This design comes from an exercise in tuning for a short achievable clock period and few clock cycles on the open sky130 flow, not from production work. RTL that was checked went through simulation tests only; none was proved equivalent to the original. For run 5, only the layout was checked, not whether the RTL still works. Power figures rest on the tool's default switching activity, not on a simulated workload.

## flow/design.v (module list and top-level ports; edited modules follow where they fit)
// module vericlash_cpu: 281 lines
// module mul_st1: 1248 lines
// module mul_st2: 616 lines
module vericlash_cpu (
    input  wire        clk,
    input  wire        rst,
    output wire [9:0]  imem_addr,
    input  wire [31:0] imem_rdata,
    output wire [9:0]  dmem_addr,
    output wire [31:0] dmem_wdata,
    output wire        dmem_we,
    input  wire [31:0] dmem_rdata,
    output wire        halted
);
  // ...
==> flow/flow/run.sh <==
#!/bin/bash
set -euo pipefail
cd "$(dirname "$0")/.."
MARGIN=${MARGIN:-9}
bash standard.sh synth > synth.log 2>&1
bash standard.sh SETUP_SLACK_MARGIN=$MARGIN finish > layout.log 2>&1
==> flow/standard.sh <==
#!/bin/bash
# synth_recipe.tcl (not shown) runs the flow's synth.tcl, then flattens the netlist and writes it again
# the make line also repeats each setting of config.mk as NAME=value (left out here)
make -C /OpenROAD-flow-scripts/flow DESIGN_CONFIG=/design/flow/config.mk WORK_HOME=/design/flow/orfs CLKGATE_MAP_FILE= SYNTH_SCRIPT=/design/flow/synth_recipe.tcl "${@:-finish}"
==> flow/config.mk <==
export PLATFORM = sky130hd
export DESIGN_NAME = vericlash_cpu
export DESIGN_NICKNAME = vericlash_cpu
export VERILOG_FILES = /design/flow/design.v
export SDC_FILE = /design/flow/constraint.sdc
export NUM_CORES = 4
export LEC_CHECK = 0
export ABC_CLOCK_PERIOD_IN_PS = 2500
export CAP_MARGIN = 20
export CORE_MARGIN = 2
export CORE_UTILIZATION = 55
export PLACE_DENSITY = 0.65
export SLEW_MARGIN = 20
==> flow/constraint.sdc <==
create_clock -name core_clock -period 12.0 [get_ports {clk}]
set_input_delay 2.4000 -clock core_clock [delete_from_list [all_inputs] [get_ports {clk}]]
set_output_delay 2.4000 -clock core_clock [all_outputs]
set_load 0.01 [all_outputs]
==> results.ini, run 1 <==
[run_status]
status = no timing/DRC/antenna violations

[place]
io_buffer_count = 119
place_ws_ns = 5.148
gp_congestion = 1.027

[power]
power_clock_uw = 4720
power.group.top = registers
p_seq_frac = 0.353
switchingPower_uw = 4512
ir_worst_vdd_uv = 146.8
power_uw = 13600
pwr-share-comb = 0.300

[setup_path]
crit_path_end_kind = register
rrSetupSlack_ns = 6.51
critPathArrivalTime_ns = 6.15
cp-startpoint = w_mc[16]$_DFF_P_
worst-r2r-cell-count = 25

[floorplan]
die_h_um = 378.1
dieArea_um2 = 142900
start_util = 0.5529
nWellTaps = 1876

[layout]
drive_gt1_frac = 0.3250
multi_input_comb_area_um2 = 50500
num-multi-input-gates = 4873
largest-register = regs
diodes = 0
fin_util = 0.6919

[sta]
final-setup-viol-count = 0
post-route-period-util = 0.4571
maxSlewHeadroom = 0.2380
rsz0062_at_grt = yes

[synth]
synth.area.mux_share = 0.1531
synth_common_cells = dfxtp_1 (1207), inv_1 (785), nor2_1 (736), nand2_1 (532), clkbuf_1 (475)
ys_seq_elements = 1324
yosys.area_share.simple = 0.1217

[clocking]
clkLatencyLatePin_ns = 0.81
cts_inserted_buffers = 149
cts_tree = done
cts_setup_buffers = 281

[grt]
grt_pass1_vias = 62043
grt_use_met1 = 0.5492
grt_busiest_layer = met2
met3_usage = 0.09333

[hold_path]
min_path_cells = 0

Testbench counts, summed over its fixed seeds: cycles 17,906.
==> run 2, diff against run 1 <==
--- a/flow/config.mk
+++ b/flow/config.mk
@@ -10,4 +10,4 @@
 export CORE_MARGIN = 2
-export CORE_UTILIZATION = 55
-export PLACE_DENSITY = 0.65
+export CORE_UTILIZATION = 40
+export PLACE_DENSITY = 0.6
 export SLEW_MARGIN = 20
==> results.ini, run 2 <==
[synth]
syn_inst = 7556  ; unchanged
syn_avg_cell_area_um2 = 10.18  ; unchanged
yosysWarnings = 1  ; unchanged
synthTopCellsByArea = dfxtp_1 (31%), mux4_2 (14%), fa_1 (11%)  ; unchanged
ys_seq_elements = 1324  ; unchanged
synth_common_cells = dfxtp_1 (1207), inv_1 (785), nor2_1 (736), nand2_1 (532), clkbuf_1 (475)  ; unchanged
ys_seq_area_frac = 0.3597  ; unchanged
async_flop_share = 0  ; unchanged
syn_nets = 8293  ; unchanged
netlist_area_um2 = 76950  ; unchanged
synth_flop_cell = dfxtp_1  ; unchanged
yosysMostFrequentCell = dfxtp_1  ; unchanged
synth-edff-count = 117  ; unchanged
synth_top_area_frac = 0.3140  ; unchanged
synth.largest_area_cell = dfxtp_1  ; unchanged
netlist-cell-type-count = 86  ; unchanged

[layout]
drive_gt1_frac = 0.3147  ; was 0.3250
largest-register = regs  ; unchanged
mostFrequentLayoutCell = dfxtp_1  ; unchanged
design_area_um2 = 96270  ; was 96300 µm²
reg_top3 = regs: 512 flops, m_mp: 338 flops  ; unchanged
fin_util = 0.5051  ; was 0.6919
largest_reg_flops = 512  ; unchanged
area_delta_synth_final_pct = 25.10  ; was 25.14%
layout_common_cells = dfxtp_1 (1083), nor2_1 (682), inv_1 (662), nand2_1 (503), mux4_2 (467)  ; was dfxtp_1 (1090), nor2_1 (682), inv_1 (661), nand2_1 (490), mux4_2 (467)
multi_input_comb_area_um2 = 49990  ; was 50500 µm²
final_net_count = 8506  ; was 8559
n_fill_cell = 16853  ; was 10490
seq_area_um2 = 27910  ; was 27880 µm²

[floorplan]
die_h_um = 442.6  ; was 378.1 µm
row_count = 160  ; was 137
ioPinCount = 120  ; unchanged
die_w_um = 442.6  ; was 378.1 µm
core_area_um2 = 190600  ; was 139200 µm²
start_util = 0.4038  ; was 0.5529
dieArea_um2 = 195900  ; was 142900 µm²

[route]
drcViolationCount = 0  ; unchanged
wirelength_um = 305300  ; was 301400 µm
postRouteAntennaNets = 0  ; unchanged
routedWlPerCell_um = 29.33  ; was 30.70 µm
vias = 63008  ; was 63475
drt_iter0_drc = 7234  ; was 7349
post_drt_via_cell_ratio = 6.054  ; was 6.465
drtPass1Iterations = 10  ; was 6

[setup_path]
cp-startpoint = dmem_rdata[26]  ; was w_mc[16]$_DFF_P_
path_cells = clkdlybuf4s50_1 > mux2i_1 > o221a_2 > inv_1 > ha_2 > nor4_4 > nand4_1 > nor4_2 > a31oi_1 > nand3_1 > a31oi_4 > o31ai_2 > o311a_4 > buf_4 > mux2_4 > mux2i_1 > o21ai_1
worst-r2r-cell-count = 25  ; unchanged
cpPeakStageDelay_ns = 0.42  ; was 0.56 ns
worstPathMaxFanout = 6  ; was 7
crit_end = pc[5]$_SDFFE_PP0P_  ; was d_pred$_DFFE_PN_
rrSetupSlack_ns = 6.60  ; was 6.51 ns
critPathRequiredTime_ns = 12.70  ; was 12.66 ns
slowest_stage = ha_2  ; was o211ai_1
reg2reg_to = pc[7]$_SDFFE_PP0P_  ; was d_pred$_DFFE_PN_
crit_type = input port to register  ; was register to register
critPathArrivalTime_ns = 6.17  ; was 6.15 ns
crit_path_end_kind = register  ; unchanged
reg2reg_from = w_ms[1]$_DFF_P_  ; was w_mc[16]$_DFF_P_
cp_common_cell = mux2i_1
startpoint_type = input port  ; was register

[clocking]
clockBufferDepth = 3  ; unchanged
clkTransAtPathRegs_ns = 0.07  ; was 0.06 ns
cts_tree = done  ; unchanged
clockRootBuffer = clkbuf_16  ; unchanged
cts_inserted_buffers = 147  ; was 149
cts.sinks = 1324  ; unchanged
cts_max_level = 4  ; unchanged
clkLatencyLatePin_ns = 0.85  ; was 0.81 ns

[sta]
hold_viol = 0  ; unchanged
clock_skew_ns = 0.06671  ; was 0.04643 ns
max_freq_mhz = 183.0  ; was 182.3 MHz
period_needed_ns = 5.466  ; was 5.486 ns
final-setup-viol-count = 0  ; unchanged
post-route-period-util = 0.4555  ; was 0.4571
worstMarginPinSlew_ns = 1.150  ; was 1.138 ns
rsz0062_at_grt = yes  ; unchanged
setup_tns_ns = 0  ; unchanged
fin_ws_ns = 6.534  ; was 6.514 ns
maxSlewHeadroom = 0.2334  ; was 0.2380
maxSlewViolCount = 0  ; unchanged

[grt]
grt_max_degree = 77  ; was 85
grt_pass1_wl_um = 439300  ; was 432200 µm
grt_use_met1 = 0.4047  ; was 0.5492
grt_use_total = 0.3034  ; was 0.4160
grt_busiest_layer = met2  ; unchanged
use_met2 = 0.4663  ; was 0.6354
antenna_found_initial = 16  ; was 8
met3_usage = 0.06641  ; was 0.09333
gr-total-overflow = 0  ; unchanged
grt_pass1_vias = 62231  ; was 62043

[place]
place_ws_ns = 5.255  ; was 5.148 ns
post_dp_cell_area_um2 = 82290  ; was 81380 µm²
place_hpwl_um = 198900  ; was 193900 µm
gp_congestion = 1.008  ; was 1.027
io_buffer_count = 119  ; unchanged

[hold_path]
min_path_cells = 0  ; unchanged
min_path_type = register to register  ; unchanged

[run]
maxCapViolCount = 0  ; unchanged

[power]
ir_worst_vdd_uv = 152.1  ; was 146.8 µV
power.density_nw_per_um2 = 139.5  ; was 141.2 nW/µm²
p_leak_uw = 0.03692  ; was 0.03750 µW

[run_status]
status = no timing/DRC/antenna violations  ; unchanged

## run 2: worst max-delay path, delay by kind of cell
kind	cells	cell delay, ns
compound gates	6	1.34
fa+ha+maj	1	0.42
buf+inv	3	0.70
mux	3	0.89
simple gates	4	0.41
## run 2: routing by layer
metal  part of all wire  vias to the layer above  wire length (µm)
li1                   -                    26702                 -
met2               0.44                     3577            135300
met5            0.00027                        -                83
met1               0.40                    31815            121000
met3               0.10                      900             31010
met4              0.059                       14             17870
## run 2: worst min path at each step
stage                               start               to
after global routing      m_mp[0]$_DFF_P_  w_ms[0]$_DFF_P_
final                       e_mul$_DFF_P_    m_mul$_DFF_P_
after CTS                   e_mul$_DFF_P_    m_mul$_DFF_P_
after floorplan             e_lod$_DFF_P_    m_lod$_DFF_P_
after global placement    m_mp[0]$_DFF_P_  w_ms[0]$_DFF_P_
after detailed placement  m_mp[1]$_DFF_P_  w_ms[1]$_DFF_P_
## run 2: final cells by class
type / instances / area share
Multi-Input combinational cell: 4875 / 0.5193
Sequential cell: 1324 / 0.2899
Timing Repair Buffer: 629 / 0.07398
Clock buffer: 199 / 0.04352
Tap cell: 2511 / 0.03264
Inverter: 788 / 0.03100
Clock inverter: 71 / 0.009163
Timing Repair inverter: 4 / 0.0003119
Antenna cell: 7 / 0.0001820
## run 2: through the flow
step / cells / hold WS (ns) / total power (µW)
floorplan: 7556 / 0.3096 / 6614
global placement: 9749 / 0.3115 / 7671
detailed placement: 9752 / 0.3167 / 7659
CTS: 10299 / 0.3218 / 13160
global route: 10405 / 0.3360 / 13910
finish: 10408 / 0.3222 / 13430
## run 2: power by group
group,total [µW],internal (µW),switching (µW)
clock,4810,2810,2000
sequential,4790,4640,144
combinational,3840,1570,2270
## run 2: what timing repair did
| action | in CTS | in global routing |
|---|---|---|
| hold buffers | 0 | 0 |
| setup endpoints to repair | 835 | 642 |
| pin swaps | 308 | 177 |
| resized for setup | 1246 | 325 |
| hold endpoints to repair | 0 | 0 |
| gates cloned | 33 | 9 |
| buffers inserted | 244 | 93 |
## run 2: logic make-up after synthesis
logic type / Yosys count / share of synthesized area
flops: 1324 / 0.3597
xor+xnor: 237 / 0.02697
fa+ha+maj: 671 / 0.1491
mux: 583 / 0.1531
simple gates: 2018 / 0.1217
compound gates: 1362 / 0.1213
buf+inv: 1361 / 0.06813
==> module vericlash_cpu, before the edit <==
module vericlash_cpu (
    input  wire        clk,
    input  wire        rst,
    output wire [9:0]  imem_addr,
    input  wire [31:0] imem_rdata,
    output wire [9:0]  dmem_addr,
    output wire [31:0] dmem_wdata,
    output wire        dmem_we,
    input  wire [31:0] dmem_rdata,
    output wire        halted
);
    localparam OP_HLT = 4'h0, OP_MOV = 4'h1, OP_MVI = 4'h2, OP_LOD = 4'h3,
               OP_STR = 4'h4, OP_ADD = 4'h5, OP_SUB = 4'h6, OP_MUL = 4'h7,
               OP_AND = 4'h8, OP_ORR = 4'h9, OP_NOT = 4'ha, OP_LES = 4'hb,
               OP_GTR = 4'hc, OP_JEZ = 4'hd, OP_JNZ = 4'he, OP_JMP = 4'hf;
    localparam N1 = 338;
    reg  [9:0]   pc;             
    reg          hlt_seen;       
    reg          d_valid;
    reg  [31:0]  d_ir;
    reg  [9:0]   d_pcp1;
    reg          d_pred;         
    reg          e_valid;
    reg  [3:0]   e_op;
    reg  [3:0]   e_rd;
    reg          e_wr, e_late, e_mul, e_lod, e_str, e_hlt, e_br;
    reg  [15:0]  e_imm;
    reg  [9:0]   e_pcp1;
    reg  [31:0]  e_a, e_b, e_d;      
    reg  [31:0]  e_ma, e_mb;         
    reg  [9:0]   e_aa;               
    reg          m_valid, m_wr, m_mul, m_lod;
    reg  [3:0]   m_rd;
    reg  [31:0]  em_res;
    reg  [9:0]   m_addr;
    reg  [31:0]  m_wdata;
    reg          m_we;
    reg  [N1-1:0] m_mp;
    reg          w_valid, w_wr, w_mul;
    reg  [3:0]   w_rd;
    reg  [31:0]  mw_res;
    reg  [31:0]  w_ms, w_mc;
    reg  [511:0] regs;           
    reg  [15:0]  zf;             
    reg          halted_q;
    reg  [31:0]  result;          
    reg          e_fz, e_fz_ok;   
    wire [31:0] mul_final = w_ms + w_mc;
    wire [31:0] w_value   = w_mul ? mul_final : mw_res;
    wire        w_we      = w_valid & w_wr;
    wire        mw_zero   = (mw_res == 32'd0);
    wire        mul_zero  = ((w_ms ^ w_mc) == {w_ms[30:0] | w_mc[30:0], 1'b0});
    wire        w_zero    = w_mul ? mul_zero : mw_zero;
    wire [3:0]  d_op = d_ir[31:28];
    wire [3:0]  d_rd = d_ir[27:24];
    wire [3:0]  d_ra = d_ir[23:20];
    wire [3:0]  d_rb = d_ir[19:16];
    reg d_uses_a, d_uses_b, d_uses_d, d_wr;
    always @(*) begin
        d_uses_a = 1'b0; d_uses_b = 1'b0; d_uses_d = 1'b0; d_wr = 1'b0;
        case (d_op)
            OP_MOV, OP_NOT: begin d_uses_a = 1'b1; d_wr = 1'b1; end
            OP_MVI:         d_wr = 1'b1;
            OP_LOD:         begin d_uses_a = 1'b1; d_wr = 1'b1; end
            OP_STR:         begin d_uses_a = 1'b1; d_uses_d = 1'b1; end
            OP_ADD, OP_SUB, OP_MUL, OP_AND, OP_ORR, OP_LES, OP_GTR:
                            begin d_uses_a = 1'b1; d_uses_b = 1'b1; d_wr = 1'b1; end
            OP_JEZ, OP_JNZ: d_uses_d = 1'b1;
            default: ;
        endcase
    end
    wire d_hlt = (d_op == OP_HLT);
    wire d_br  = (d_op == OP_JEZ) | (d_op == OP_JNZ);
    wire d_mul = (d_op == OP_MUL);
    wire d_lod = (d_op == OP_LOD);
    wire a_hitE = e_valid & e_wr & (e_rd == d_ra);
    wire a_hitM = m_valid & m_wr & (m_rd == d_ra);
    wire a_hitW = w_we & (w_rd == d_ra);
    wire b_hitE = e_valid & e_wr & (e_rd == d_rb);
    wire b_hitM = m_valid & m_wr & (m_rd == d_rb);
    wire b_hitW = w_we & (w_rd == d_rb);
    wire x_hitE = e_valid & e_wr & (e_rd == d_rd);
    wire x_hitM = m_valid & m_wr & (m_rd == d_rd);
    wire x_hitW = w_we & (w_rd == d_rd);
    wire a_stall = a_hitE ? e_late : (a_hitM & m_mul);
    wire b_stall = b_hitE ? e_late : (b_hitM & m_mul);
    wire x_stall = x_hitE ? e_late : (x_hitM & m_mul);
    wire stall = d_valid & ((d_uses_a & a_stall) | (d_uses_b & b_stall) | (d_uses_d & x_stall));
    wire [31:0] rf_a = regs[d_ra*32 +: 32];
    wire [31:0] rf_b = regs[d_rb*32 +: 32];
    wire [31:0] rf_d = regs[d_rd*32 +: 32];
    wire [31:0] m_value = m_lod ? dmem_rdata : em_res;
    wire [31:0] d_a0 = a_hitM ? m_value : a_hitW ? w_value : rf_a;
    wire [31:0] d_b0 = b_hitM ? m_value : b_hitW ? w_value : rf_b;
    wire [31:0] d_d0 = x_hitM ? m_value : x_hitW ? w_value : rf_d;
    wire [31:0] d_a  = a_hitE ? result : d_a0;
    wire [31:0] d_b  = b_hitE ? result : d_b0;
    wire [31:0] d_d  = x_hitE ? result : d_d0;
    wire em_zero    = (em_res == 32'd0);
    wire d_br_known = x_hitE ? e_fz_ok : x_hitM ? ~(m_lod | m_mul) : 1'b1;
    wire d_zero     = x_hitE ? e_fz : x_hitM ? em_zero : x_hitW ? w_zero : zf[d_rd];
    wire d_taken    = (d_op == OP_JEZ) ? d_zero : ~d_zero;
    reg d_fz, d_fz_ok;
    always @(*) begin
        d_fz_ok = d_valid & ~(d_uses_a & a_hitE) & ~(d_uses_b & b_hitE);
        case (d_op)
            OP_MOV: d_fz = (d_a0 == 32'd0);
            OP_MVI: d_fz = (d_ir[15:0] == 16'd0);
            OP_ADD: d_fz = ((d_a0 ^ d_b0) == {d_a0[30:0] | d_b0[30:0], 1'b0});
            OP_SUB: d_fz = (d_a0 == d_b0);
            OP_AND: d_fz = ((d_a0 & d_b0) == 32'd0);
            OP_ORR: d_fz = ((d_a0 | d_b0) == 32'd0);
            OP_NOT: d_fz = (d_a0 != 32'd0);
            default: begin d_fz = 1'b0; d_fz_ok = 1'b0; end
        endcase
    end
    wire [31:0] a = e_a;
    wire [31:0] b = e_b;
    wire [31:0] d = e_d;
    wire [31:0] imm = {{16{e_imm[15]}}, e_imm};
    always @(*) begin
        case (e_op)
            OP_MOV: result = a;
            OP_MVI: result = imm;
            OP_ADD: result = a + b;
            OP_SUB: result = a - b;
            OP_AND: result = a & b;
            OP_ORR: result = a | b;
            OP_NOT: result = {31'd0, a == 32'd0};
            OP_LES: result = {31'd0, $signed(a) < $signed(b)};
            OP_GTR: result = {31'd0, $signed(a) > $signed(b)};
            default: result = 32'd0;
        endcase
    end
    always @(*) begin
        e_fz_ok = 1'b1;
        case (e_op)
            OP_MOV: e_fz = (a == 32'd0);
            OP_MVI: e_fz = (e_imm == 16'd0);
            OP_ADD: e_fz = ((a ^ b) == {a[30:0] | b[30:0], 1'b0});
            OP_SUB: e_fz = (a == b);
            OP_AND: e_fz = ((a & b) == 32'd0);
            OP_ORR: e_fz = ((a | b) == 32'd0);
            OP_NOT: e_fz = (a != 32'd0);
            default: begin e_fz = 1'b0; e_fz_ok = 1'b0; end
        endcase
    end
    wire e_zero  = (d == 32'd0);
    wire e_taken = (e_op == OP_JEZ) ? e_zero : ~e_zero;
    reg  e_pred;
    wire e_redirect = e_valid & e_br & (e_taken != e_pred);
    wire [9:0] e_target = e_taken ? e_imm[9:0] : e_pcp1;
    wire d_redirect = d_valid & d_br & d_br_known & (d_taken != d_pred) & ~e_redirect;
    wire [9:0] d_target = d_taken ? d_ir[9:0] : d_pcp1;
    wire [N1-1:0] mp1;
    mul_st1 u_mul1 (.a(e_ma), .b(e_mb), .o(mp1));
    wire [31:0] ms2, mc2;
    mul_st2 u_mul2 (.p(m_mp), .s(ms2), .c(mc2));
    wire d_hold = stall | (d_valid & d_hlt) | hlt_seen;
    wire [3:0] f_op = imem_rdata[31:28];
    wire [3:0] f_rd = imem_rdata[27:24];
    wire f_pD = d_valid & d_wr & (d_rd == f_rd);
    wire f_pE = e_valid & e_wr & (e_rd == f_rd);
    wire f_pM = m_valid & m_wr & (m_rd == f_rd);
    wire f_pW = w_we & (w_rd == f_rd);
    wire f_known = f_pD ? d_fz_ok : f_pE ? e_fz_ok : f_pM ? ~(m_lod | m_mul) : 1'b1;
    wire f_zero  = f_pD ? d_fz : f_pE ? e_fz : f_pM ? em_zero : f_pW ? w_zero : zf[f_rd];
    wire f_jnz_t = f_known ? ~f_zero : 1'b1;
    wire f_jez_t = f_known ? f_zero : 1'b0;
    wire f_take  = (f_op == OP_JMP) | ((f_op == OP_JNZ) & f_jnz_t) | ((f_op == OP_JEZ) & f_jez_t);
    wire [9:0] pc_p1 = pc + 10'd1;
    always @(posedge clk) begin
        if (rst)
            pc <= 10'd0;
        else if (e_redirect)
            pc <= e_target;
        else if (d_redirect)
            pc <= d_target;
        else if (!d_hold)
            pc <= f_take ? imem_rdata[9:0] : pc_p1;
    end
    always @(posedge clk) begin
        if (rst) begin
            d_valid  <= 1'b0;
            hlt_seen <= 1'b0;
        end else begin
            if (e_redirect | d_redirect)
                d_valid <= 1'b0;
            else if (!stall)
                d_valid <= ~((d_valid & d_hlt) | hlt_seen);
            if (d_valid & d_hlt & ~e_redirect)
                hlt_seen <= 1'b1;
        end
        if (!stall) begin
            d_ir   <= imem_rdata;
            d_pcp1 <= pc_p1;
            d_pred <= f_take;
        end
    end
    always @(posedge clk) begin
        if (rst)
            e_valid <= 1'b0;
        else
            e_valid <= d_valid & ~stall & ~e_redirect;
        e_op   <= d_op;
        e_rd   <= d_rd;
        e_wr   <= d_wr;
        e_late <= d_mul | d_lod;
        e_mul  <= d_mul;
        e_lod  <= d_lod;
        e_str  <= (d_op == OP_STR);
        e_hlt  <= d_hlt;
        e_br   <= d_br & ~d_br_known;
        e_imm  <= d_ir[15:0];
        e_pcp1 <= d_pcp1;
        e_pred <= d_pred;
        e_a    <= d_a;
        e_b    <= d_b;
        e_d    <= d_d;
        if (d_mul) begin
            e_ma <= d_a;
            e_mb <= d_b;
        end
        if (d_lod | (d_op == OP_STR))
            e_aa <= d_a[9:0];
    end
    always @(posedge clk) begin
        if (rst) begin
            m_valid <= 1'b0;
            m_we    <= 1'b0;
        end else begin
            m_valid <= e_valid;
            m_we    <= e_valid & e_str;
        end
        m_wr    <= e_wr;
        m_mul   <= e_mul;
        m_lod   <= e_lod;
        m_rd    <= e_rd;
        em_res  <= result;
        m_addr  <= e_aa + e_imm[9:0];
        m_wdata <= d;
        m_mp    <= mp1;
    end
    always @(posedge clk) begin
        if (rst)
            w_valid <= 1'b0;
        else
            w_valid <= m_valid;
        w_wr   <= m_wr;
        w_mul  <= m_mul;
        w_rd   <= m_rd;
        mw_res <= m_lod ? dmem_rdata : em_res;
        w_ms   <= ms2;
        w_mc   <= mc2;
    end
    genvar g;
    generate
        for (g = 0; g < 16; g = g + 1) begin : rf
            always @(posedge clk) begin
                if (rst) begin
                    regs[g*32 +: 32] <= 32'd0;
                    zf[g] <= 1'b1;
                end else if (w_we && w_rd == g) begin
                    regs[g*32 +: 32] <= w_value;
                    zf[g] <= w_zero;
                end
            end
        end
    endgenerate
    always @(posedge clk) begin
        if (rst)
            halted_q <= 1'b0;
        else if (e_valid & e_hlt)
            halted_q <= 1'b1;
    end
    assign imem_addr  = pc;
    assign dmem_addr  = m_addr;
    assign dmem_wdata = m_wdata;
    assign dmem_we    = m_we;
    assign halted     = halted_q;
endmodule
==> run 3, diff against run 2 <==
--- a/flow/design.v
+++ b/flow/design.v
@@ -21,3 +21,2 @@
     reg  [9:0]   d_pcp1;
-    reg          d_pred;         
     reg          e_valid;
@@ -99,19 +98,6 @@
     wire em_zero    = (em_res == 32'd0);
-    wire d_br_known = x_hitE ? e_fz_ok : x_hitM ? ~(m_lod | m_mul) : 1'b1;
-    wire d_zero     = x_hitE ? e_fz : x_hitM ? em_zero : x_hitW ? w_zero : zf[d_rd];
+    wire d_br_known = x_hitE ? e_fz_ok : x_hitM ? ~m_lod : x_hitW ? ~w_mul : 1'b1;
+    wire d_zero     = x_hitE ? e_fz : x_hitM ? em_zero : x_hitW ? mw_zero : zf[d_rd];
     wire d_taken    = (d_op == OP_JEZ) ? d_zero : ~d_zero;
-    reg d_fz, d_fz_ok;
-    always @(*) begin
-        d_fz_ok = d_valid & ~(d_uses_a & a_hitE) & ~(d_uses_b & b_hitE);
-        case (d_op)
-            OP_MOV: d_fz = (d_a0 == 32'd0);
-            OP_MVI: d_fz = (d_ir[15:0] == 16'd0);
-            OP_ADD: d_fz = ((d_a0 ^ d_b0) == {d_a0[30:0] | d_b0[30:0], 1'b0});
-            OP_SUB: d_fz = (d_a0 == d_b0);
-            OP_AND: d_fz = ((d_a0 & d_b0) == 32'd0);
-            OP_ORR: d_fz = ((d_a0 | d_b0) == 32'd0);
-            OP_NOT: d_fz = (d_a0 != 32'd0);
-            default: begin d_fz = 1'b0; d_fz_ok = 1'b0; end
-        endcase
-    end
+    wire d_pred     = (d_op == OP_JNZ);
     wire [31:0] a = e_a;
@@ -149,3 +135,3 @@
     wire e_taken = (e_op == OP_JEZ) ? e_zero : ~e_zero;
-    reg  e_pred;
+    wire e_pred  = (e_op == OP_JNZ);
     wire e_redirect = e_valid & e_br & (e_taken != e_pred);
@@ -159,13 +145,3 @@
     wire d_hold = stall | (d_valid & d_hlt) | hlt_seen;
-    wire [3:0] f_op = imem_rdata[31:28];
-    wire [3:0] f_rd = imem_rdata[27:24];
-    wire f_pD = d_valid & d_wr & (d_rd == f_rd);
-    wire f_pE = e_valid & e_wr & (e_rd == f_rd);
-    wire f_pM = m_valid & m_wr & (m_rd == f_rd);
-    wire f_pW = w_we & (w_rd == f_rd);
-    wire f_known = f_pD ? d_fz_ok : f_pE ? e_fz_ok : f_pM ? ~(m_lod | m_mul) : 1'b1;
-    wire f_zero  = f_pD ? d_fz : f_pE ? e_fz : f_pM ? em_zero : f_pW ? w_zero : zf[f_rd];
-    wire f_jnz_t = f_known ? ~f_zero : 1'b1;
-    wire f_jez_t = f_known ? f_zero : 1'b0;
-    wire f_take  = (f_op == OP_JMP) | ((f_op == OP_JNZ) & f_jnz_t) | ((f_op == OP_JEZ) & f_jez_t);
+    wire f_take = imem_rdata[31] & imem_rdata[30] & imem_rdata[29];   
     wire [9:0] pc_p1 = pc + 10'd1;
@@ -196,3 +172,2 @@
             d_pcp1 <= pc_p1;
-            d_pred <= f_take;
         end
@@ -215,3 +190,2 @@
         e_pcp1 <= d_pcp1;
-        e_pred <= d_pred;
         e_a    <= d_a;
--- a/flow/config.mk
+++ b/flow/config.mk
@@ -10,4 +10,6 @@
 export CORE_MARGIN = 2
-export CORE_UTILIZATION = 40
-export PLACE_DENSITY = 0.6
+export CORE_UTILIZATION = 55
+export CTS_CLUSTER_DIAMETER = 80
+export CTS_CLUSTER_SIZE = 30
+export PLACE_DENSITY = 0.7
 export SLEW_MARGIN = 20
==> results.ini, run 3 <==
[synth]
synthTopCellsByArea = dfxtp_1 (32%), mux4_2 (15%), fa_1 (11%)  ; was dfxtp_1 (31%), mux4_2 (14%), fa_1 (11%)
synth_flop_cell = dfxtp_1  ; unchanged
netlist_area_um2 = 74710  ; was 76950 µm²
syn_inst = 7168  ; was 7556
netlist-cell-type-count = 95  ; was 86
yosysMostFrequentCell = dfxtp_1  ; unchanged
ys_seq_area_frac = 0.3698  ; was 0.3597
yosysWarnings = 1  ; unchanged
ys_seq_elements = 1322  ; was 1324
synth_top_area_frac = 0.3232  ; was 0.3140
synth.largest_area_cell = dfxtp_1  ; unchanged
synth-edff-count = 116  ; was 117
syn_nets = 7863  ; was 8293
async_flop_share = 0  ; unchanged
synth_common_cells = dfxtp_1 (1206), inv_1 (744), nor2_1 (650), mux4_2 (485), nand2_1 (470)  ; was dfxtp_1 (1207), inv_1 (785), nor2_1 (736), nand2_1 (532), clkbuf_1 (475)
syn_avg_cell_area_um2 = 10.42  ; was 10.18 µm²

[sta]
fin_ws_ns = 8.245  ; was 6.534 ns
maxSlewHeadroom = -0.003936  ; was 0.2334
maxSlewViolCount = 15  ; was 0
worstMarginPinSlew_ns = 1.504  ; was 1.150 ns
setup_tns_ns = 0  ; unchanged
max_freq_mhz = 266.3  ; was 183.0 MHz
post-route-period-util = 0.3129  ; was 0.4555
final-setup-viol-count = 0  ; unchanged
hold_viol = 0  ; unchanged
period_needed_ns = 3.755  ; was 5.466 ns
rsz0062_at_grt = yes  ; unchanged
clock_skew_ns = 0.06053  ; was 0.06671 ns

[route]
m1WireLength_um = 100300  ; was 121000 µm
met2_length_um = 119800  ; was 135300 µm
wl_met3_um = 43350  ; was 31010 µm
drtPass1Iterations = 9  ; was 10
vias = 62893  ; was 63008
post_drt_via_cell_ratio = 6.795  ; was 6.054
routedWlPerCell_um = 30.90  ; was 29.33 µm
postRouteAntennaNets = 0  ; unchanged
drcViolationCount = 0  ; unchanged
highest_layer = met5  ; unchanged
drt_iter0_drc = 9849  ; was 7234
wirelength_um = 286000  ; was 305300 µm

[clocking]
clkLatencyLatePin_ns = 0.75  ; was 0.85 ns
clkTransAtPathRegs_ns = 0.11  ; was 0.07 ns
cts_inserted_buffers = 70  ; was 147
cts_max_level = 3  ; was 4
clockBufferDepth = 3  ; unchanged
cts.sinks = 1322  ; was 1324
postCtsHoldBufs = 0  ; unchanged
clockRootBuffer = clkbuf_16  ; unchanged
cts_tree = done  ; unchanged

[run]
maxCapViolCount = 1  ; was 0

[grt]
gr-total-overflow = 0  ; unchanged
grt_use_total = 0.3940  ; was 0.3034
antenna_found_initial = 27  ; was 16
grt_max_degree = 81  ; was 77
grt_pass1_vias = 60617  ; was 62231
grt_pass1_wl_um = 401500  ; was 439300 µm

[layout]
layout_common_cells = dfxtp_1 (1081), inv_1 (626), nor2_1 (585), mux4_2 (485), nand2_1 (459)  ; was dfxtp_1 (1083), nor2_1 (682), inv_1 (662), nand2_1 (503), mux4_2 (467)
final_net_count = 8108  ; was 8506
largest-register = regs  ; unchanged
drive_gt1_frac = 0.3537  ; was 0.3147
multi_input_comb_area_um2 = 49270  ; was 49990 µm²
mostFrequentLayoutCell = dfxtp_1  ; unchanged
seq_area_um2 = 27890  ; was 27910 µm²
reg_top3 = regs: 512 flops, m_mp: 338 flops  ; unchanged
n_fill_cell = 9327  ; was 16853
area_delta_synth_final_pct = 24.79  ; was 25.10%
largest_reg_flops = 512  ; unchanged

[setup_path]
cp_common_cell = buf_4  ; was mux2i_1
path_cells = inv_4 > ha_4 > buf_4 > nor4_4 > inv_2 > a211oi_4 > o32ai_4 > nor4b_4 > o41ai_4 > buf_4 > a31o_1 > mux2_4 > a22oi_2 > buf_6 > o22ai_4  ; was clkdlybuf4s50_1 > mux2i_1 > o221a_2 > inv_1 > ha_2 > nor4_4 > nand4_1 > nor4_2 > a31oi_1 > nand3_1 > a31oi_4 > o31ai_2 > o311a_4 > buf_4 > mux2_4 > mux2i_1 > o21ai_1
crit_type = register to register  ; was input port to register
cp_num_buf_inv = 5  ; was 3
crit_family = compound AO/OA/AOI/OAI gates  ; unchanged
crit_path_end_kind = register  ; unchanged
worstPathMaxFanout = 4  ; was 6
startpoint_type = register  ; was input port
cpPeakStageDelay_ns = 0.46  ; was 0.42 ns
critPathArrivalTime_ns = 4.21  ; was 6.17 ns
critPathRequiredTime_ns = 12.46  ; was 12.70 ns
slowest_stage = dfxtp_4  ; was ha_2
rrSetupSlack_ns = 8.24  ; was 6.60 ns

[floorplan]
dieArea_um2 = 138800  ; was 195900 µm²
ioPinCount = 120  ; unchanged
core_area_um2 = 135100  ; was 190600 µm²
die_w_um = 372.6  ; was 442.6 µm
die_h_um = 372.6  ; was 442.6 µm
start_util = 0.5529  ; was 0.4038
row_count = 135  ; was 160

[place]
io_buffer_count = 119  ; unchanged
place_ws_ns = 6.863  ; was 5.255 ns
gp_congestion = 1.063  ; was 1.008
place_hpwl_um = 168900  ; was 198900 µm

[power]
ir_worst_vdd_uv = 197.1  ; was 152.1 µV
power_uw = 11690  ; was 13430 µW
power.density_nw_per_um2 = 125.4  ; was 139.5 nW/µm²
p_leak_uw = 0.03581  ; was 0.03692 µW

[run_status]
status = complete, but fails checks  ; was no timing/DRC/antenna violations
violations = max-capacitance violations, max-slew violations

[hold_path]
min_path_type = register to register  ; unchanged

## run 3: changes by cell type after synthesis, sizes merged, moves of 25 or more
cell   previous run  this run
o21ai           174       231
nand2           532       470
a22oi            44        16
nor2            736       650
inv             787       748
ha              261       219
a21oi           290       224
o22ai            12        37
nor4             94        56
## run 3: report_power, final
part,switching (µW),internal [µW]
logic,2230,1670
clock network,1740,1290
registers,138,4620
total,4110,7580
## run 3: through the flow
| step | area (µm²) | hold slack (ns) | std cells | utilization |
|---|---|---|---|---|
| global route | 93210 | 0.3386 | 9250 | 0.6898 |
| floorplan | 78540 | 0.3096 | 7168 | - |
| detailed placement | 79840 | 0.3143 | 8632 | 0.5908 |
| CTS | 90000 | 0.3343 | 9090 | 0.6660 |
| global placement | 79770 | 0.3106 | 8629 | 0.5903 |
| finish | 93230 | 0.3370 | 9256 | 0.6899 |
## run 3: area by class of cell
type,count,share of cell area
Clock buffer,81,0.02012
Tap cell,1781,0.02390
Multi-Input combinational cell,4561,0.5285
Inverter,749,0.03065
Sequential cell,1322,0.2991
Antenna cell,9,0.0002416
Timing Repair Buffer,709,0.09055
Clock inverter,44,0.006898
## run 3: kinds of logic after synthesis
| logic type | synth area share |
|---|---|
| flops | 0.3698 |
| fa+ha+maj | 0.1465 |
| xor+xnor | 0.02323 |
| mux | 0.1617 |
| simple gates | 0.1137 |
| buf+inv | 0.06597 |
| compound gates | 0.1191 |
## run 3: repair_timing
item	in CTS	in global routing
pin swaps	384	255
gates cloned	55	20
setup endpoints to repair	860	688
buffers inserted	278	137
resized for setup	1270	416
## run 3: final timing paths
check	endpoint	from	cells after the start
worst min-delay path	w_ms[1]$_DFF_P_	m_mp[1]$_DFF_P_	0
worst max-delay path	e_mb[31]$_DFFE_PP_	e_a[6]$_DFF_P_	15
worst min register to register	w_ms[1]$_DFF_P_	m_mp[1]$_DFF_P_	0
worst max register to register	e_mb[31]$_DFFE_PP_	e_a[6]$_DFF_P_	15
## run 3: layer usage
metal	track usage	up-vias
li1	-	25423
met1	0.5072	31076
met2	0.5634	4984
met3	0.1431	1392
met4	0.2458	18
met5	0.005245	-
Testbench counts of run 3, summed over its fixed seeds: cycles 18,330.
==> run 4, diff against run 3 <==
--- a/flow/config.mk
+++ b/flow/config.mk
@@ -10,6 +10,4 @@
 export CORE_MARGIN = 2
-export CORE_UTILIZATION = 55
-export CTS_CLUSTER_DIAMETER = 80
-export CTS_CLUSTER_SIZE = 30
-export PLACE_DENSITY = 0.7
+export CORE_UTILIZATION = 40
+export PLACE_DENSITY = 0.6
 export SLEW_MARGIN = 20
==> results.ini, run 4 <==
[power]
p_leak_uw = 0.03732  ; was 0.03581 µW
power_uw = 13550  ; was 11690 µW
ir_worst_vdd_uv = 131.3  ; was 197.1 µV
power.density_nw_per_um2 = 139.5  ; was 125.4 nW/µm²

[place]
place_hpwl_um = 179500  ; was 168900 µm
gp_congestion = 0.9915  ; was 1.063
post_dp_cell_area_um2 = 80850  ; was 79840 µm²
io_buffer_count = 119  ; unchanged
place_ws_ns = 7.096  ; was 6.863 ns

[sta]
rsz0062_at_grt = yes  ; unchanged
final-setup-viol-count = 0  ; unchanged
hold_viol = 0  ; unchanged
setup_tns_ns = 0  ; unchanged
worstMarginPinSlew_ns = 1.309  ; was 1.504 ns
maxSlewViolCount = 0  ; was 15
max_freq_mhz = 269.6  ; was 266.3 MHz
clock_skew_ns = 0.06517  ; was 0.06053 ns
post-route-period-util = 0.3091  ; was 0.3129
period_needed_ns = 3.709  ; was 3.755 ns
maxSlewHeadroom = 0.1262  ; was -0.003936
fin_ws_ns = 8.291  ; was 8.245 ns

[clocking]
cts.sinks = 1322  ; unchanged
clkTransAtPathRegs_ns = 0.06  ; was 0.11 ns
cts_inserted_buffers = 151  ; was 70
cts_max_level = 4  ; was 3
clockBufferDepth = 3  ; unchanged
clkLatencyLatePin_ns = 0.87  ; was 0.75 ns
clockRootBuffer = clkbuf_16  ; unchanged
cts_tree = done  ; unchanged

[floorplan]
die_h_um = 436.2  ; was 372.6 µm
core_area_um2 = 185400  ; was 135100 µm²
die_w_um = 436.2  ; was 372.6 µm
start_util = 0.4029  ; was 0.5529
row_count = 158  ; was 135
dieArea_um2 = 190200  ; was 138800 µm²
ioPinCount = 120  ; unchanged

[setup_path]
path_cells = buf_6  ; was inv_4 > ha_4 > buf_4 > nor4_4 > inv_2 > a211oi_4 > o32ai_4 > nor4b_4 > o41ai_4 > buf_4 > a31o_1 > mux2_4 > a22oi_2 > buf_6 > o22ai_4
crit_type = register to output port  ; was register to register
critPathArrivalTime_ns = 1.31  ; was 4.21 ns
cpPeakStageDelay_ns = 0.38  ; was 0.46 ns
critPathRequiredTime_ns = 9.60  ; was 12.46 ns
worstPathMaxFanout = 2  ; was 4
slowest_stage = dfxtp_4  ; unchanged
crit_family = flip-flops  ; was compound AO/OA/AOI/OAI gates
startpoint_type = register  ; unchanged
cp_num_buf_inv = 1  ; was 5
crit_path_end_kind = output port  ; was register

[grt]
grt_use_total = 0.3039  ; was 0.3940
grt_pass1_vias = 60488  ; was 60617
grt_max_degree = 107  ; was 81
antenna_found_initial = 27  ; unchanged
grt_pass1_wl_um = 424700  ; was 401500 µm
gr-total-overflow = 0  ; unchanged

[synth]
netlist_area_um2 = 74710  ; unchanged
yosysWarnings = 1  ; unchanged
synthTopCellsByArea = dfxtp_1 (32%), mux4_2 (15%), fa_1 (11%)  ; unchanged
synth_flop_cell = dfxtp_1  ; unchanged
syn_nets = 7863  ; unchanged
synth-edff-count = 116  ; unchanged
ys_seq_area_frac = 0.3698  ; unchanged
syn_avg_cell_area_um2 = 10.42  ; unchanged
netlist-cell-type-count = 95  ; unchanged
ys_seq_elements = 1322  ; unchanged
synth_top_area_frac = 0.3232  ; unchanged
synth_common_cells = dfxtp_1 (1206), inv_1 (744), nor2_1 (650), mux4_2 (485), nand2_1 (470)  ; unchanged
yosysMostFrequentCell = dfxtp_1  ; unchanged
synth.largest_area_cell = dfxtp_1  ; unchanged
syn_inst = 7168  ; unchanged
async_flop_share = 0  ; unchanged

[layout]
area_delta_synth_final_pct = 29.99  ; was 24.79%
mostFrequentLayoutCell = dfxtp_1  ; unchanged
reg_top3 = regs: 512 flops, m_mp: 338 flops  ; unchanged
final_net_count = 8192  ; was 8108
design_area_um2 = 97110  ; was 93230 µm²
largest_reg_flops = 512  ; unchanged
drive_gt1_frac = 0.3697  ; was 0.3537
largest-register = regs  ; unchanged
layout_common_cells = dfxtp_1 (1057), inv_1 (602), nor2_1 (586), mux4_2 (485), nand2_1 (457)  ; was dfxtp_1 (1081), inv_1 (626), nor2_1 (585), mux4_2 (485), nand2_1 (459)

[route]
drcViolationCount = 0  ; unchanged
vias = 61815  ; was 62893
wirelength_um = 300100  ; was 286000 µm
drt_iter0_drc = 7644  ; was 9849
post_drt_via_cell_ratio = 6.111  ; was 6.795
met2_length_um = 132300  ; was 119800 µm
m1WireLength_um = 113300  ; was 100300 µm
postRouteAntennaNets = 0  ; unchanged
highest_layer = met5  ; unchanged
routedWlPerCell_um = 29.67  ; was 30.90 µm
drtPass1Iterations = 6  ; was 9
wl_met3_um = 34900  ; was 43350 µm

[run]
maxCapViolCount = 0  ; was 1

[hold_path]
min_path_type = register to register  ; unchanged

[run_status]
status = no timing/DRC/antenna violations  ; was complete, but fails checks

[run 4: cell counts after synthesis]
Identical to the previous run, type by type.
[run 4: where the power goes]
| group | total [µW] | switching, µW | internal (µW) | leakage, µW |
|---|---|---|---|---|
| Clock | 5070 | 2060 | 3010 | 0.00268 |
| Combinational | 3710 | 2130 | 1580 | 0.0236 |
| Sequential | 4770 | 141 | 4630 | 0.0111 |
| Total | 13500 | 4330 | 9220 | 0.0373 |
[run 4: cells by family (layout without fill, tap and decap cells)]
group	count (synthesis)	after routing	synth area share
and+or+nand+nor	1827	1838	0.1137
muxes	596	596	0.1617
buffers and inverters	1301	1742	0.06597
AOI/OAI and AO/OA	1297	1299	0.1191
adders and majority gates	629	629	0.1465
other	0	13	0
xor gates and xnor gates	196	196	0.02323
DFF	1322	1322	0.3698
[run 4: final timing paths]
| check | endpoint | slack, ns | start | cells past startpoint |
|---|---|---|---|---|
| setup reg to reg | e_ma[18]$_DFFE_PP_ | 8.43 | e_a[0]$_DFF_P_ | 18 |
| setup / recovery | halted | 8.29 | halted_q$_SDFFE_PP0P_ | 1 |
| hold reg to reg | m_mul$_DFF_P_ | 0.33 | e_mul$_DFF_P_ | 0 |
| hold / removal | m_mul$_DFF_P_ | 0.33 | e_mul$_DFF_P_ | 0 |
[run 4: layout make-up]
class,instances,area [µm²]
multi-input cells,4558,49330
repair buffers,714,8422
well taps,2480,3103
fillers,15793,88320
diodes,13,32.53
clock inverters,68,1115
inverters,749,2864
clock buffers,210,4342
repair inverters,1,5.005
flip-flops and latches,1322,27890
[run 4: repair_timing]
action | CTS | global route
endpoints found under the setup margin | 799 | 579
cloned | 49 | 25
setup buffers | 239 | 167
gates resized for setup | 1261 | 475
hold buffers | 0 | 0
pin swaps | 345 | 290
[run 4: metal layers]
layer  track usage  vias to the layer above
li1              -                    25653
met1        0.3949                    31258
met2        0.4571                     3915
met3       0.08085                      971
met4        0.1736                       18
met5             0                        -
[run 4: through the flow]
step / std cells / hold WS, ns / util
after floorplan: 7168 / 0.3096 / -
after global placement: 9341 / 0.3138 / 0.4358
after detailed placement: 9343 / 0.3150 / 0.4360
after CTS: 9909 / 0.3311 / 0.5040
after global routing: 10106 / 0.3380 / 0.5236
final: 10115 / 0.3319 / 0.5237
==> run 5, diff against run 4 <==
--- a/flow/design.v
+++ b/flow/design.v
@@ -27,5 +27,4 @@
     reg  [9:0]   e_pcp1;
-    reg  [31:0]  e_a, e_b, e_d;      
-    reg  [31:0]  e_ma, e_mb;         
-    reg  [9:0]   e_aa;               
+    reg  [31:0]  e_a, e_b, e_d;
+    reg          e_fa_em, e_fa_mw, e_fb_em, e_fb_mw, e_fd_em, e_fd_mw;
     reg          m_valid, m_wr, m_mul, m_lod;
@@ -44,3 +43,2 @@
     reg          halted_q;
-    reg  [31:0]  result;          
     reg          e_fz, e_fz_ok;   
@@ -50,4 +48,3 @@
     wire        mw_zero   = (mw_res == 32'd0);
-    wire        mul_zero  = ((w_ms ^ w_mc) == {w_ms[30:0] | w_mc[30:0], 1'b0});
-    wire        w_zero    = w_mul ? mul_zero : mw_zero;
+    wire        w_zero    = (w_value == 32'd0);
     wire [3:0]  d_op = d_ir[31:28];
@@ -90,9 +87,5 @@
     wire [31:0] rf_d = regs[d_rd*32 +: 32];
-    wire [31:0] m_value = m_lod ? dmem_rdata : em_res;
-    wire [31:0] d_a0 = a_hitM ? m_value : a_hitW ? w_value : rf_a;
-    wire [31:0] d_b0 = b_hitM ? m_value : b_hitW ? w_value : rf_b;
-    wire [31:0] d_d0 = x_hitM ? m_value : x_hitW ? w_value : rf_d;
-    wire [31:0] d_a  = a_hitE ? result : d_a0;
-    wire [31:0] d_b  = b_hitE ? result : d_b0;
-    wire [31:0] d_d  = x_hitE ? result : d_d0;
+    wire [31:0] d_a = a_hitW ? w_value : rf_a;
+    wire [31:0] d_b = b_hitW ? w_value : rf_b;
+    wire [31:0] d_d = x_hitW ? w_value : rf_d;
     wire em_zero    = (em_res == 32'd0);
@@ -102,6 +95,7 @@
     wire d_pred     = (d_op == OP_JNZ);
-    wire [31:0] a = e_a;
-    wire [31:0] b = e_b;
-    wire [31:0] d = e_d;
+    wire [31:0] a = e_fa_em ? em_res : e_fa_mw ? mw_res : e_a;
+    wire [31:0] b = e_fb_em ? em_res : e_fb_mw ? mw_res : e_b;
+    wire [31:0] d = e_fd_em ? em_res : e_fd_mw ? mw_res : e_d;
     wire [31:0] imm = {{16{e_imm[15]}}, e_imm};
+    reg [31:0] result;
     always @(*) begin
@@ -141,3 +135,3 @@
     wire [N1-1:0] mp1;
-    mul_st1 u_mul1 (.a(e_ma), .b(e_mb), .o(mp1));
+    mul_st1 u_mul1 (.a(a), .b(b), .o(mp1));
     wire [31:0] ms2, mc2;
@@ -193,8 +187,8 @@
         e_d    <= d_d;
-        if (d_mul) begin
-            e_ma <= d_a;
-            e_mb <= d_b;
-        end
-        if (d_lod | (d_op == OP_STR))
-            e_aa <= d_a[9:0];
+        e_fa_em <= a_hitE;
+        e_fa_mw <= ~a_hitE & a_hitM;
+        e_fb_em <= b_hitE;
+        e_fb_mw <= ~b_hitE & b_hitM;
+        e_fd_em <= x_hitE;
+        e_fd_mw <= ~x_hitE & x_hitM;
     end
@@ -213,3 +207,3 @@
         em_res  <= result;
-        m_addr  <= e_aa + e_imm[9:0];
+        m_addr  <= a[9:0] + e_imm[9:0];
         m_wdata <= d;
==> results.ini, run 5 <==
[run_status]
status = no timing/DRC/antenna violations  ; unchanged

[synth]
syn_nets = 7590  ; was 7863
synth-edff-count = 42  ; was 116
ys_seq_area_frac = 0.3610  ; was 0.3698
netlist-cell-type-count = 75  ; was 95
netlist_area_um2 = 70710  ; was 74710 µm²
ys_seq_elements = 1254  ; was 1322
synth_common_cells = dfxtp_1 (1212), nor2_1 (1003), inv_1 (609), nand2_1 (528), mux4_2 (484)  ; was dfxtp_1 (1206), inv_1 (744), nor2_1 (650), mux4_2 (485), nand2_1 (470)
synth_top_area_frac = 0.3432  ; was 0.3232
synthTopCellsByArea = dfxtp_1 (34%), mux4_2 (15%), fa_1 (12%)  ; was dfxtp_1 (32%), mux4_2 (15%), fa_1 (11%)
synth_flop_cell = dfxtp_1  ; unchanged
yosysMostFrequentCell = dfxtp_1  ; unchanged
yosysWarnings = 1  ; unchanged
async_flop_share = 0  ; unchanged
synth.largest_area_cell = dfxtp_1  ; unchanged
syn_avg_cell_area_um2 = 10.22  ; was 10.42 µm²
syn_inst = 6921  ; was 7168

[sta]
clock_skew_ns = 0.06136  ; was 0.06517 ns
final-setup-viol-count = 0  ; unchanged
maxSlewHeadroom = 0.08181  ; was 0.1262
rsz0062_at_grt = yes  ; unchanged
worstMarginPinSlew_ns = 1.368  ; was 1.309 ns
max_freq_mhz = 244.5  ; was 269.6 MHz
post-route-period-util = 0.3408  ; was 0.3091
setup_tns_ns = 0  ; unchanged
maxSlewViolCount = 0  ; unchanged
hold_viol = 0  ; unchanged
period_needed_ns = 4.090  ; was 3.709 ns

[layout]
drive_gt1_frac = 0.3622  ; was 0.3697
final_net_count = 7950  ; was 8192
final_cell_count_no_fill = 9737  ; was 10115
n_fill_cell = 15031  ; was 15793
area_delta_synth_final_pct = 30.37  ; was 29.99%
multi_input_comb_area_um2 = 47000  ; was 49330 µm²
reg_top3 = regs: 512 flops, m_mp: 338 flops  ; unchanged
seq_area_um2 = 25670  ; was 27890 µm²
largest_reg_flops = 512  ; unchanged
layout_common_cells = dfxtp_1 (1121), nor2_1 (930), inv_1 (515), nand2_1 (488), mux4_2 (484)  ; was dfxtp_1 (1057), inv_1 (602), nor2_1 (586), mux4_2 (485), nand2_1 (457)
largest-register = regs  ; unchanged
mostFrequentLayoutCell = dfxtp_1  ; unchanged

[grt]
grt_pass1_vias = 58604  ; was 60488
grt_pass1_wl_um = 412500  ; was 424700 µm
gr-total-overflow = 0  ; unchanged
antenna_found_initial = 11  ; was 27
grt_max_degree = 102  ; was 107
grt_use_total = 0.3156  ; was 0.3039

[floorplan]
start_util = 0.4019  ; was 0.4029
dieArea_um2 = 180100  ; was 190200 µm²
core_area_um2 = 175900  ; was 185400 µm²
die_h_um = 424.4  ; was 436.2 µm
die_w_um = 424.4  ; was 436.2 µm
row_count = 154  ; was 158
ioPinCount = 120  ; unchanged

[clocking]
cts_max_level = 4  ; unchanged
clkLatencyLatePin_ns = 0.84  ; was 0.87 ns
cts_inserted_buffers = 140  ; was 151
clockBufferDepth = 3  ; unchanged
cts_tree = done  ; unchanged
postCtsHoldBufs = 0  ; unchanged
cts.sinks = 1254  ; was 1322
clkTransAtPathRegs_ns = 0.06  ; about the same
clockRootBuffer = clkbuf_16  ; unchanged

[setup_path]
worstPathMaxFanout = 16  ; was 2
cp-startpoint = e_fb_mw$_DFF_P_  ; was halted_q$_SDFFE_PP0P_
crit_path_end_kind = register  ; was output port
crit_type = register to register  ; was register to output port
critPathRequiredTime_ns = 12.67  ; was 9.60 ns
reg2reg_from = e_fb_mw$_DFF_P_  ; was e_a[0]$_DFF_P_
startpoint_type = register  ; unchanged
critPathArrivalTime_ns = 4.75  ; was 1.31 ns

[power]
power.density_nw_per_um2 = 104.5  ; was 139.5 nW/µm²
p_leak_uw = 0.03469  ; was 0.03732 µW
ir_worst_vdd_uv = 89.47  ; was 131.3 µV

[hold_path]
min_from = e_lod$_DFF_P_  ; was e_mul$_DFF_P_
min_path_type = register to register  ; unchanged

[route]
vias = 59191  ; was 61815
drt_iter0_drc = 7101  ; was 7644
postRouteAntennaNets = 0  ; unchanged
wirelength_um = 293200  ; was 300100 µm
drtPass1Iterations = 8  ; was 6
drcViolationCount = 0  ; unchanged
post_drt_via_cell_ratio = 6.079  ; was 6.111
routedWlPerCell_um = 30.11  ; was 29.67 µm

[place]
gp_congestion = 0.9681  ; was 0.9915
place_inst = 8975  ; was 9343
place_hpwl_um = 175000  ; was 179500 µm
io_buffer_count = 119  ; unchanged

[run]
maxCapViolCount = 0  ; unchanged

[run 5: cell types whose count changed in the layout (fill, tap and decap cells not counted), moves of 44 or more]
cell	delta
mux2i_1	+69
and2_1	-330
a211oi_1	+129
edfxtp_1	-74
a21oi_2	+57
o211ai_1	-110
inv_2	-60
inv_1	-87
dfxtp_1	+64
ha_1	-44
nor2_1	+344
a211oi_2	-143
[run 5: cell type report]
class / count / share of cell area
multi-input combinational: 4493 / 0.5099
clock buffer: 193 / 0.04345
inverter: 638 / 0.02850
timing repair inverter: 1 / 0.00008144
sequential: 1254 / 0.2785
clock inverter: 61 / 0.008769
timing repair buffer: 753 / 0.09894
antenna: 4 / 0.0001086
tap: 2340 / 0.03176
[run 5: metrics by stage]
step / instance area [µm²] / setup WS [ns] / total power, µW / hold slack, ns / utilization
floorplan: 73620 / 8.298 / 4752 / 0.3096 / -
global placement: 75920 / 6.632 / 4952 / 0.3122 / 0.4316
detailed placement: 75920 / 6.559 / 4952 / 0.3143 / 0.4316
CTS: 88740 / 8.064 / 9582 / 0.3315 / 0.5044
global route: 92170 / 7.884 / 9858 / 0.3335 / 0.5239
finish: 92180 / 7.910 / 9629 / 0.3295 / 0.5240
[run 5: cells by family after synthesis]
| family | after synthesis | synth area share |
|---|---|---|
| DFF | 1254 | 0.3610 |
| muxes | 685 | 0.1836 |
| adders and majority gates | 603 | 0.1502 |
| and+or+nand+nor | 1848 | 0.1082 |
| xor gates and xnor gates | 159 | 0.01970 |
| buffers and inverters | 1185 | 0.06324 |
| AOI/OAI and AO/OA | 1187 | 0.1141 |
[run 5: metal layers]
metal | up-vias | global-route usage | share of wire
li1 | 24784 | - | -
met1 | 29723 | 0.3898 | 0.37
met2 | 3640 | 0.4829 | 0.44
met3 | 1038 | 0.08155 | 0.11
met4 | 6 | 0.2202 | 0.083
met5 | - | 0 | 0.00014
[run 5: worst paths after layout]
kind	slack [ns]	endpoint	cells past startpoint
setup reg to reg	7.91	pc[1]$_SDFFE_PP0P_	17
hold reg to reg	0.33	m_lod$_DFF_P_	0
hold / removal	0.33	m_lod$_DFF_P_	0
setup / recovery	7.91	pc[1]$_SDFFE_PP0P_	17
[run 5: report_power, final]
| group | internal [µW] | switching (µW) | total, µW |
|---|---|---|---|
| Sequential | 4230 | 73.2 | 4300 |
| Clock | 2600 | 1910 | 4510 |
| Combinational | 340 | 476 | 817 |
[run 5: repair_timing]
item,CTS,global route
endpoints found under the hold margin,0,0
gates resized for setup,1273,514
setup buffers,282,135
endpoints found under the setup margin,907,623
pin swaps,315,275
gates cloned,68,18
[run 5: critical path, cell delays in order, from the launching register on]
cell	delay (ns)
dfxtp_4	0.42
buf_12	0.12
buf_16	0.17
mux2i_1	0.24
o21a_1	0.15
buf_6	0.20
clkinvlp_4	0.15
ha_4	0.21
nor4_4	0.41
nand4_1	0.22
nor4_4	0.38
nor3_2	0.11
nand2_1	0.14
o31ai_4	0.08
xnor2_1	0.19
buf_6	0.15
a2111oi_2	0.43
a2111oi_2	0.10

[separate check: timing with driven ports]
The flow's constraints put no driver on any port. The routed layouts listed below were extracted and timed again, unchanged, in two steps.
Step 1 sets driving cells, clkbuf_16 on the clock port and buf_2 on the other inputs (assumed; they add their load-dependent delay and slew).
Step 2 adds t to the input delays and takes it off the output delays; t is the mean of the earliest and latest rising clock arrival at the registers after step 1. Input paths then give back, and output paths get back, about the clock's delay inside the block.
Three values: no drivers, after step 1, after step 2; two values: the first two.
run	t (ns)	slack for setup (ns)	worst hold slack (ns)
run 1	0.869	6.514 / 6.514 / 5.719	0.327 / 0.327 / 0.327
run 2	0.899	6.534 / 6.566 / 5.666	0.322 / 0.322 / 0.322
run 3	0.790	8.245 / 8.245 / 7.813	0.337 / 0.337 / 0.337
run 4	0.922	8.291 / 8.205 / 7.733	0.332 / 0.332 / 0.332
run 5	0.889	7.910 / 7.910 / 7.629	0.330 / 0.330 / 0.330
For run 2, which loses most, drivers alone change the setup slack by +0.032 ns; drivers and shift together by -0.868 ns.
